What follows belongs to an exercise in optimizing a design on an open flow for small area; a production flow would make more cautious choices.
In this exercise RTL edits were held to simulation tests only and were not proved equivalent to the original.
No driver is modelled on the clock port, so clocking that relies on it looks cheaper here than on a real chip.

==> inputs of run X <==
==> flow/design.v <==
`timescale 1ns / 100ps
module HBRIDGE (
    input        PCLK,
    input        WR,
    input        HOLD,
    input  [1:0] WDATA,
    output reg [1:0] HBRIDGE_CMD
);
always @(posedge PCLK)
    HBRIDGE_CMD <= ({2{WR}} & WDATA) | ({2{HOLD}} & HBRIDGE_CMD);
endmodule
`timescale 1ns / 100ps
module PWM #(
    parameter [31:0] DEFAULT_PERIOD_CC = 32'd5000,
    parameter [31:0] DEFAULT_PULSE_WIDTH_CC = 32'd2500
)
(
    input         PCLK,
    input         PRESERN,
    input         WR_PERIOD,     
    input         HOLD_PERIOD,   
    input         WR_WIDTH,
    input         HOLD_WIDTH,
    input  [31:0] PWDATA,
    output [31:0] PERIOD_N,      
    output [31:0] WIDTH_N,       
    output        PWM_OUT
);
localparam [31:0] PMASK = DEFAULT_PERIOD_CC;
localparam [31:0] WMASK = DEFAULT_PULSE_WIDTH_CC;
reg [31:0] PERIOD_S, WIDTH_S;    
wire RST = !PRESERN;
assign PERIOD_N = PERIOD_S ^ PMASK;
assign WIDTH_N  = WIDTH_S  ^ WMASK;
wire [31:0] P_NEXT = ({32{WR_PERIOD}} & PWDATA) | ({32{HOLD_PERIOD}} & ~PERIOD_N);
wire [31:0] W_NEXT = ({32{WR_WIDTH}}  & PWDATA) | ({32{HOLD_WIDTH}}  & ~WIDTH_N);
always @(posedge PCLK) begin
    PERIOD_S <= (~P_NEXT ^ PMASK) | ({32{RST}} & PMASK);
    WIDTH_S  <= (~W_NEXT ^ WMASK) | ({32{RST}} & WMASK);
end
reg [31:0] COUNT;
wire [31:0] MATCH = COUNT ^ PERIOD_N;    
wire EQ  = &MATCH;
wire CLR = RST | EQ;
wire [32:0] K;                           
assign K[0] = 1'b1;
genvar i;
generate for (i = 0; i < 32; i = i + 1) begin : g_cnt
    assign K[i+1] = K[i] & COUNT[i];
end endgenerate
always @(posedge PCLK)
    COUNT <= ~{32{CLR}} & (COUNT ^ K[31:0]);
wire [32:0] NLT;
assign NLT[0] = 1'b1;
generate for (i = 0; i < 32; i = i + 1) begin : g_lt
    assign NLT[i+1] = (COUNT[i] & WIDTH_N[i]) | ((COUNT[i] | WIDTH_N[i]) & NLT[i]);
end endgenerate
assign PWM_OUT = ~NLT[32];
endmodule
`timescale 1ns / 100ps
module MOTOR (
    input  [31:0] PADDR,
    input         PCLK,
    input         PENABLE,
    input         PRESERN,
    input         PSEL,
    input  [31:0] PWDATA,
    input         PWRITE,
    output [1:0]  HBRIDGE_CMD,
    output [31:0] PRDATA,
    output        PREADY,
    output        PSLVERR,
    output        PWM_OUT
);
assign PREADY = 1'b1;
assign PSLVERR = 1'b0;
wire HI_ZERO = (PADDR[15:4] == 12'd0) & (PADDR[1:0] == 2'd0);
wire SEL_CMD = HI_ZERO & (PADDR[3:2] == 2'd0);
wire SEL_PER = HI_ZERO & (PADDR[3:2] == 2'd2);
wire SEL_WID = HI_ZERO & (PADDR[3:2] == 2'd3);
wire WE      = PSEL & PENABLE & PWRITE & PRESERN;
wire WR_CMD  = WE & SEL_CMD;
wire WR_PER  = WE & SEL_PER;
wire WR_WID  = WE & SEL_WID;
wire HOLD_CMD = PRESERN & ~WR_CMD;
wire HOLD_PER = PRESERN & ~WR_PER;
wire HOLD_WID = PRESERN & ~WR_WID;
wire [31:0] PERIOD_N, WIDTH_N;
HBRIDGE HBRIDGE_0 (
    .PCLK(PCLK), .WR(WR_CMD), .HOLD(HOLD_CMD), .WDATA(PWDATA[1:0]),
    .HBRIDGE_CMD(HBRIDGE_CMD));
PWM PWM_0 (
    .PCLK(PCLK), .PRESERN(PRESERN),
    .WR_PERIOD(WR_PER), .HOLD_PERIOD(HOLD_PER),
    .WR_WIDTH(WR_WID), .HOLD_WIDTH(HOLD_WID),
    .PWDATA(PWDATA),
    .PERIOD_N(PERIOD_N), .WIDTH_N(WIDTH_N),
    .PWM_OUT(PWM_OUT));
assign PRDATA = ~(({32{~SEL_PER}} | PERIOD_N) & ({32{~SEL_WID}} | WIDTH_N));
endmodule
==> flow/flow/run.sh <==
#!/bin/bash
# Own layout flow: the standard layout (standard.sh) with
#  - synthesis whose abc step maps for area (flow/synth.tcl, flow/area.abc),
#    and without the adder mapping step;
#  - port buffers of the smallest buffer cell;
#  - a clock tree without dummy loads.
# Each step's full output goes to a log file in the work folder.
set -euo pipefail
W=$PWD
VARS=(
  "SYNTH_SCRIPT=$W/flow/synth.tcl"
  "ADDER_MAP_FILE="
  "BUFFER_PORTS_ARGS=-buffer_cell sky130_fd_sc_hd__buf_1"
  "CTS_ARGS=-sink_clustering_enable -repair_clock_nets -dont_use_dummy_load"
)
bash standard.sh "${VARS[@]}" synth > $W/synth.log 2>&1
bash standard.sh "${VARS[@]}" finish > $W/layout.log 2>&1
==> flow/flow/area.abc <==
strash
&get -n
&dch
&nf -a
&st
&dch
&nf -a
&st
&dch
&nf -a
&put
==> flow/flow/synth.tcl <==
# The standard synthesis (synth_recipe.tcl in the work folder), with abc
# mapping for area: abc is given the script area.abc in place of ORFS's.
set flow_dir [file dirname [file normalize [info script]]]
set area_script [file join $flow_dir area.abc]
proc abc {args} {
  set i [lsearch -exact $args -script]
  if { $i >= 0 } {
    set args [lreplace $args $i [expr { $i + 1 }] -script $::area_script]
  }
  yosys abc {*}$args
}
source [file join [file dirname $flow_dir] synth_recipe.tcl]
==> flow/standard.sh <==
#!/bin/bash
# synth_recipe.tcl (not shown) runs the flow's synth.tcl, then flattens the netlist and writes it again
# the make line also repeats each setting of config.mk as NAME=value (left out here)
make -C /OpenROAD-flow-scripts/flow DESIGN_CONFIG=/design/flow/config.mk WORK_HOME=/design/flow/orfs CLKGATE_MAP_FILE= SYNTH_SCRIPT=/design/flow/synth_recipe.tcl "${@:-finish}"
==> flow/config.mk <==
export PLATFORM = sky130hd
export DESIGN_NAME = MOTOR
export DESIGN_NICKNAME = MOTOR
export VERILOG_FILES = /design/flow/design.v
export SDC_FILE = /design/flow/constraint.sdc
export NUM_CORES = 4
export LEC_CHECK = 0
export CAP_MARGIN = 20
export CORE_MARGIN = 2
export CORE_UTILIZATION = 40
export SLEW_MARGIN = 20
==> flow/constraint.sdc <==
create_clock -name core_clock -period 8.0 [get_ports {PCLK}]
set_input_delay 1.6000 -clock core_clock [delete_from_list [all_inputs] [get_ports {PCLK}]]
set_output_delay 1.6000 -clock core_clock [all_outputs]
set_load 0.01 [all_outputs]
==> run D: changes against run X <==
--- a/flow/design.v
+++ b/flow/design.v
@@ -24,23 +24,21 @@
     input  [31:0] PWDATA,
-    output [31:0] PERIOD_N,      
-    output [31:0] WIDTH_N,       
+    output [31:0] PERIOD,
+    output [31:0] WIDTH,
     output        PWM_OUT
 );
-localparam [31:0] PMASK = DEFAULT_PERIOD_CC;
-localparam [31:0] WMASK = DEFAULT_PULSE_WIDTH_CC;
-reg [31:0] PERIOD_S, WIDTH_S;    
-wire RST = !PRESERN;
-assign PERIOD_N = PERIOD_S ^ PMASK;
-assign WIDTH_N  = WIDTH_S  ^ WMASK;
-wire [31:0] P_NEXT = ({32{WR_PERIOD}} & PWDATA) | ({32{HOLD_PERIOD}} & ~PERIOD_N);
-wire [31:0] W_NEXT = ({32{WR_WIDTH}}  & PWDATA) | ({32{HOLD_WIDTH}}  & ~WIDTH_N);
+localparam [31:0] PX = 32'hFFFFFFFF;
+localparam [31:0] WX = 32'hFFFFFFFF;
+localparam [31:0] CX = 32'h00000000;
+reg [31:0] P_S, W_S, C_S;
+assign PERIOD = P_S ^ PX;
+assign WIDTH  = W_S ^ WX;
+wire [31:0] COUNT = C_S ^ CX;
 always @(posedge PCLK) begin
-    PERIOD_S <= (~P_NEXT ^ PMASK) | ({32{RST}} & PMASK);
-    WIDTH_S  <= (~W_NEXT ^ WMASK) | ({32{RST}} & WMASK);
+    P_S <= (({32{WR_PERIOD}} & PWDATA) | ({32{HOLD_PERIOD}} & PERIOD)
+         | ({32{~WR_PERIOD & ~HOLD_PERIOD}} & DEFAULT_PERIOD_CC)) ^ PX;
+    W_S <= (({32{WR_WIDTH}} & PWDATA) | ({32{HOLD_WIDTH}} & WIDTH)
+         | ({32{~WR_WIDTH & ~HOLD_WIDTH}} & DEFAULT_PULSE_WIDTH_CC)) ^ WX;
 end
-reg [31:0] COUNT;
-wire [31:0] MATCH = COUNT ^ PERIOD_N;    
-wire EQ  = &MATCH;
-wire CLR = RST | EQ;
-wire [32:0] K;                           
+wire CLR = ~PRESERN | (COUNT == PERIOD);
+wire [32:0] K;                   
 assign K[0] = 1'b1;
@@ -51,9 +49,9 @@
 always @(posedge PCLK)
-    COUNT <= ~{32{CLR}} & (COUNT ^ K[31:0]);
-wire [32:0] NLT;
-assign NLT[0] = 1'b1;
+    C_S <= ({32{~CLR}} & (COUNT ^ K[31:0])) ^ CX;
+wire [32:0] L;
+assign L[0] = 1'b0;
 generate for (i = 0; i < 32; i = i + 1) begin : g_lt
-    assign NLT[i+1] = (COUNT[i] & WIDTH_N[i]) | ((COUNT[i] | WIDTH_N[i]) & NLT[i]);
+    assign L[i+1] = (COUNT[i] ^ WIDTH[i]) ? WIDTH[i] : L[i];
 end endgenerate
-assign PWM_OUT = ~NLT[32];
+assign PWM_OUT = L[32];
 endmodule
@@ -80,6 +78,6 @@
 wire SEL_WID = HI_ZERO & (PADDR[3:2] == 2'd3);
-wire WE      = PSEL & PENABLE & PWRITE & PRESERN;
-wire WR_CMD  = WE & SEL_CMD;
-wire WR_PER  = WE & SEL_PER;
-wire WR_WID  = WE & SEL_WID;
+wire WE       = PSEL & PENABLE & PWRITE & PRESERN;
+wire WR_CMD   = WE & SEL_CMD;
+wire WR_PER   = WE & SEL_PER;
+wire WR_WID   = WE & SEL_WID;
 wire HOLD_CMD = PRESERN & ~WR_CMD;
@@ -87,3 +85,3 @@
 wire HOLD_WID = PRESERN & ~WR_WID;
-wire [31:0] PERIOD_N, WIDTH_N;
+wire [31:0] PERIOD, WIDTH;
 HBRIDGE HBRIDGE_0 (
@@ -96,5 +94,5 @@
     .PWDATA(PWDATA),
-    .PERIOD_N(PERIOD_N), .WIDTH_N(WIDTH_N),
+    .PERIOD(PERIOD), .WIDTH(WIDTH),
     .PWM_OUT(PWM_OUT));
-assign PRDATA = ~(({32{~SEL_PER}} | PERIOD_N) & ({32{~SEL_WID}} | WIDTH_N));
+assign PRDATA = ({32{SEL_PER}} & PERIOD) | ({32{SEL_WID}} & WIDTH);
 endmodule
--- a/flow/flow/run.sh
+++ b/flow/flow/run.sh
@@ -5,3 +5,4 @@
 #  - port buffers of the smallest buffer cell;
-#  - a clock tree without dummy loads.
+#  - a clock tree of four clock buffers fed by the clock port, each driving
+#    the flip-flops nearest to it (flow/clock.tcl, run by ORFS's cts step).
 # Each step's full output goes to a log file in the work folder.
@@ -13,3 +14,3 @@
   "BUFFER_PORTS_ARGS=-buffer_cell sky130_fd_sc_hd__buf_1"
-  "CTS_ARGS=-sink_clustering_enable -repair_clock_nets -dont_use_dummy_load"
+  "PRE_CTS_TCL=$W/flow/clock.tcl"
 )
==> flow/flow/area.abc (replaced) <==
strash
&get -n
&dch -f
&nf -a -R 1000
&st
&dch -f
&nf -a -R 1000
&st
&dch -f
&nf -a -R 1000
&st
&dch -f
&nf -a -R 1000
&put
==> flow/flow/clock.tcl (new file) <==
# Clock distribution without a clock tree synthesis run: the flip-flops are
# split into groups by place (k-means on their locations), and each group's
# clock pins are driven by one clock buffer placed at the group's centroid.
# The clock port feeds only these buffers.
proc my_clock_buffers { master_name ngroups } {
  set db [ord::get_db]
  set block [ord::get_db_block]
  set master [$db findMaster $master_name]
  set port_net [$block findNet PCLK]
  $port_net setSigType CLOCK
  set pins {}
  foreach it [$port_net getITerms] {
    set box [[$it getInst] getBBox]
    lappend pins [list $it [expr {([$box xMin] + [$box xMax]) / 2.0}] [expr {([$box yMin] + [$box yMax]) / 2.0}]]
  }
  set pins [lsort -real -index 1 $pins]
  set n [llength $pins]
  # start from groups of the pins sorted by x
  set cx {}; set cy {}
  for {set g 0} {$g < $ngroups} {incr g} {
    set p [lindex $pins [expr {int(($g + 0.5) * $n / $ngroups)}]]
    lappend cx [lindex $p 1]; lappend cy [lindex $p 2]
  }
  for {set iter 0} {$iter < 50} {incr iter} {
    set sx [lrepeat $ngroups 0.0]; set sy [lrepeat $ngroups 0.0]; set cnt [lrepeat $ngroups 0]
    set assign {}
    foreach p $pins {
      set best 0; set bd 1e30
      for {set g 0} {$g < $ngroups} {incr g} {
        set d [expr {abs([lindex $p 1] - [lindex $cx $g]) + abs([lindex $p 2] - [lindex $cy $g])}]
        if {$d < $bd} { set bd $d; set best $g }
      }
      lappend assign $best
      lset sx $best [expr {[lindex $sx $best] + [lindex $p 1]}]
      lset sy $best [expr {[lindex $sy $best] + [lindex $p 2]}]
      lset cnt $best [expr {[lindex $cnt $best] + 1}]
    }
    for {set g 0} {$g < $ngroups} {incr g} {
      if {[lindex $cnt $g] > 0} {
        lset cx $g [expr {[lindex $sx $g] / [lindex $cnt $g]}]
        lset cy $g [expr {[lindex $sy $g] / [lindex $cnt $g]}]
      }
    }
  }
  for {set g 0} {$g < $ngroups} {incr g} {
    if {[lindex $cnt $g] == 0} { continue }
    set net [odb::dbNet_create $block clknet_${g}_PCLK]
    $net setSigType CLOCK
    set inst [odb::dbInst_create $block $master clkbuf_${g}_PCLK]
    [$inst findITerm A] connect $port_net
    [$inst findITerm X] connect $net
    $inst setLocation [expr {int([lindex $cx $g])}] [expr {int([lindex $cy $g])}]
    $inst setPlacementStatus PLACED
    set k 0
    foreach p $pins a $assign {
      if {$a == $g} { set it [lindex $p 0]; $it disconnect; $it connect $net; incr k }
    }
    puts "clock buffer clkbuf_${g}_PCLK ($master_name) drives $k flip-flops"
  }
}

# cts.tcl sources this file (PRE_CTS_TCL) just before it builds the clock
# tree; the tree is built here instead: four clock buffers, each driving the
# clock pins of the flip-flops nearest to it.
proc clock_tree_synthesis { args } {
  my_clock_buffers sky130_fd_sc_hd__clkbuf_16 4
}
--- a/flow/config.mk
+++ b/flow/config.mk
@@ -9,3 +9,3 @@
 export CORE_MARGIN = 2
-export CORE_UTILIZATION = 40
+export CORE_UTILIZATION = 80
 export SLEW_MARGIN = 20
==> summary of the runs <==
- Run X passed the timing, DRC and antenna checks. Run D stopped in 3_3_place_gp with GPL-0301.
- Against run D, the synthesized area of run X is higher by 2.2%.
- In run X the synthesized cell count is higher than in run D, by about 4.6%.
==> figures <==
Sequential fraction of the synthesis area: run X 48.7%; run D 49.8%
Synth top area share: run X 48.7%; run D 49.8%
Unique masters post-synth: run X 34; run D 30
Post-Synthesis Cell Area: run X 0.00403 mm2; run D 0.00394 mm2
Core Rows: run X 36; run D 25
Die Height: run X 104 um; run D 74.2 um
Post-Syn Nets: run X 543; run D 522
Share of the synthesized netlist area taken by xor and xnor gates: run X 3.48%; run D 2.45%
Post-synth EDFFs: run X 0; run D 0
Syn Inst Count: run X 474; run D 453
Run status: run X finished clean; run D stopped before the end
Stage where the flow stopped: run X -; run D 3_3_place_gp
Arithmetic-cell share of the synthesized area counting full adders, half adders and majority gates: run X 0%; run D 0%
Initial Util: run X 41.2%; run D 83.4%
Share of synthesized cell area in and, or, nand and nor gates: run X 18.5%; run D 16.1%
Synth Register Bits: run X 98; run D 98
Complex-gate fraction of the synthesized area: run X 27.8%; run D 31.0%
Count of yosys warnings during synthesis: run X 2; run D 2
Mean instance size in the synthesized netlist: run X 8.49 um2; run D 8.70 um2
Top FF cell, synth: run X sky130_fd_sc_hd__dfxtp_1; run D sky130_fd_sc_hd__dfxtp_1
Chip width: run X 104 um; run D 74.2 um
Cell type contributing the most total cell area after synthesis: run X sky130_fd_sc_hd__dfxtp_1; run D sky130_fd_sc_hd__dfxtp_1

[static timing again, ports no longer ideal]
The results above use ideal ports. As a check the final layout listed here was re-extracted and re-timed, cells and wires unchanged.
Step 1, drivers: a clkbuf_16 drives PCLK and a buf_2 each remaining input, both assumed.
Step 2 moves the port delays by t, midway between the first and last clock arrival at a register: inputs arrive t later, outputs are due t later. That takes back most of the time a late clock gives input paths.
Slacks: no drivers / after step 1 / after step 2; pairs: no drivers / after step 1.
run: run X
t (ns): 0.381
setup slack, ns: 1.066 / 1.035 / 1.416
clock arrival spread, ns: 0.016 / 0.016
slew at the worst register clock pin (ns): 0.09 / 0.09
After both steps setup and hold are still met in run X. The setup slack of run X moves by -0.031 ns with the drivers and by +0.350 ns with both steps.
